Source: an optimization exercise on an open RTL-to-GDS flow (aim: small area, a short achievable clock period and few clock cycles per item). Production flows keep margins and buffers that such runs may drop.
Only simulation tests tie the RTL to the original design; equivalence was not proved.

==> inputs of trial 82 <==
Design matrixProcessor, start of the top module:
module matrixProcessor #(
	parameter WIDTH = 32
) (
	input wire clk,
	input wire rst_n,
	input wire start,
	input wire [13:0] workItemCount,
	input wire [WIDTH - 1:0] matrixInAddr,
	input wire [WIDTH - 1:0] dataInAddr,
	input wire [WIDTH - 1:0] dataOutAddr,
	input wire [WIDTH - 1:0] dataIn,
	output reg [WIDTH - 1:0] readAddr,
	output reg [WIDTH - 1:0] writeAddr,
	output reg [WIDTH - 1:0] writeData,
	output reg writeEn
	);
	reg busy;
	reg [4:0] rs;
	reg pro;           
	reg macOn;         
	reg divOn;         
	reg wrOn;          
	reg [13:0] fcnt;   
	reg tailDiv;       
	reg notLast;       
	wire finalW = busy & wrOn & ~divOn & (rs == 5'd3);
	wire accept = start & (~busy | finalW);
	wire frameEnd = (rs == 5'd19);
	reg [4:0] divLast;   
	wire divDone = tailDiv & (rs == divLast);
	wire [4:0] rsNext = accept ? 5'd16 : (frameEnd ? 5'd0 : (divDone ? 5'd17 : rs + 5'd1));
	wire wrOnNext = accept ? 1'b0 : (frameEnd ? divOn : wrOn);
	wire busyNext = accept | (busy & ~finalW);
	always @(posedge clk) begin
		if (~rst_n) begin
			busy <= 1'b0;
			writeEn <= 1'b0;
		end else begin
			busy <= busyNext;
			writeEn <= busyNext & wrOnNext & (rsNext <= 5'd3);
		end
	end
	reg atRs0;     
	reg atMac;     
	reg atVLoad;   
	reg accHold;   
	reg [3:0] rowEnd;   
	always @(posedge clk) begin
		atRs0 <= (rsNext == 5'd0);
		atMac <= (rsNext >= 5'd1) & (rsNext <= 5'd16);
  ...
Settings: LEC_CHECK=0, ABC_CLOCK_PERIOD_IN_PS=4500, CAP_MARGIN=20, CORE_MARGIN=2, CORE_UTILIZATION=55, SLEW_MARGIN=20; clock period 20.0 ns.
standard.sh (not shown) runs the stock make flow with config.mk's settings and CLKGATE_MAP_FILE= SYNTH_SCRIPT=/design/flow/synth_recipe.tcl, a recipe that flattens the netlist after the stock synthesis.
==> flow/flow/run.sh <==
#!/bin/bash
# The standard layout with these changes to how it is made:
# - synthesis maps the logic without Yosys's early "abc -fast" pass (the
#   registers are the standard synthesis's; full adders are then found in the
#   RTL's own adder structure rather than in ABC's restructured gates);
# - timing repair aims well past the clock period: repair_timing treats any
#   path with less than SETUP_SLACK_MARGIN of slack as failing;
# - port buffers are plain buffers, and gates may be resized to any cell of
#   the same function;
set -euo pipefail
bash standard.sh SYNTH_ARGS=-noabc SETUP_SLACK_MARGIN=15.0 MATCH_CELL_FOOTPRINT=0 \
	"BUFFER_PORTS_ARGS=-buffer_cell sky130_fd_sc_hd__buf_1" \
	"CTS_ARGS=-sink_clustering_enable -repair_clock_nets -dont_use_dummy_load" finish > flow_make.log 2>&1
==> trial 11: changes against trial 82 <==
--- a/flow/flow/run.sh
+++ b/flow/flow/run.sh
@@ -7,7 +7,4 @@
 #   path with less than SETUP_SLACK_MARGIN of slack as failing;
-# - port buffers are plain buffers, and gates may be resized to any cell of
-#   the same function;
 set -euo pipefail
 bash standard.sh SYNTH_ARGS=-noabc SETUP_SLACK_MARGIN=15.0 MATCH_CELL_FOOTPRINT=0 \
-	"BUFFER_PORTS_ARGS=-buffer_cell sky130_fd_sc_hd__buf_1" \
-	"CTS_ARGS=-sink_clustering_enable -repair_clock_nets -dont_use_dummy_load" finish > flow_make.log 2>&1
+	"BUFFER_PORTS_ARGS=-buffer_cell sky130_fd_sc_hd__buf_1" finish > flow_make.log 2>&1
==> notes.md <==
Status: trial 82 finished clean; trial 11 finished clean
DRT Wirelength: trial 82 179 mm; trial 11 179 mm
DRT met1 WL: trial 82 72.2 mm; trial 11 72.2 mm
Share of final-layout standard cells stronger than drive strength 1: trial 82 11.2%; trial 11 12.0%
Share of the clock period used by the worst path after layout: trial 82 25.8%; trial 11 25.9%
Multi-input gate share of the layout cell area: trial 82 58.9%; trial 11 58.1%
Met1 capacity usage during global routing: trial 82 45.8%; trial 11 46.1%
Fin crit period: trial 82 5.17 ns; trial 11 5.18 ns
Diodes inserted: trial 82 11; trial 11 15
Final-layout clock buffer total: trial 82 82; trial 11 115
Final nets: trial 82 6346; trial 11 6343
Setup slack of the critical path after layout: trial 82 14.83 ns; trial 11 14.82 ns
Top Layer Used: trial 82 met5; trial 11 met4
Testbench counts of trial 82, summed over its fixed seeds: cycles 34,168, items 1,630.
Testbench counts of trial 11, summed over its fixed seeds: cycles 34,168, items 1,630.

==> port drivers added, routing unchanged <==
The flow's constraints put no driver on any port. The routed layouts listed below were extracted and timed again, unchanged, in two steps.
Step 1: set_driving_cell puts a clkbuf_16 on clk and a buf_2 on each other input, an assumption about the parent block.
Step 2 moves the port delays by t, midway between the first and last clock arrival at a register: inputs arrive t later, outputs are due t later. That takes back most of the time a late clock gives input paths.
a / b / c = no drivers / after step 1 / after step 2; a / b = the first two.
run | t, ns | setup slack, ns | worst setup path at the end | slew at the worst register clock pin (ns) | worst data-port slew with drivers (ns)
trial 82 | 0.700 | 14.831 / 14.757 / 14.477 | input to register | 0.06 / 0.06 | 0.09
trial 11 | 0.725 | 14.819 / 14.744 / 14.492 | input to register | 0.07 / 0.07 | 0.10
After both steps every run listed still meets setup and hold. For trial 82, which loses most, drivers alone change the setup slack by -0.074 ns; drivers and shift together by -0.354 ns.
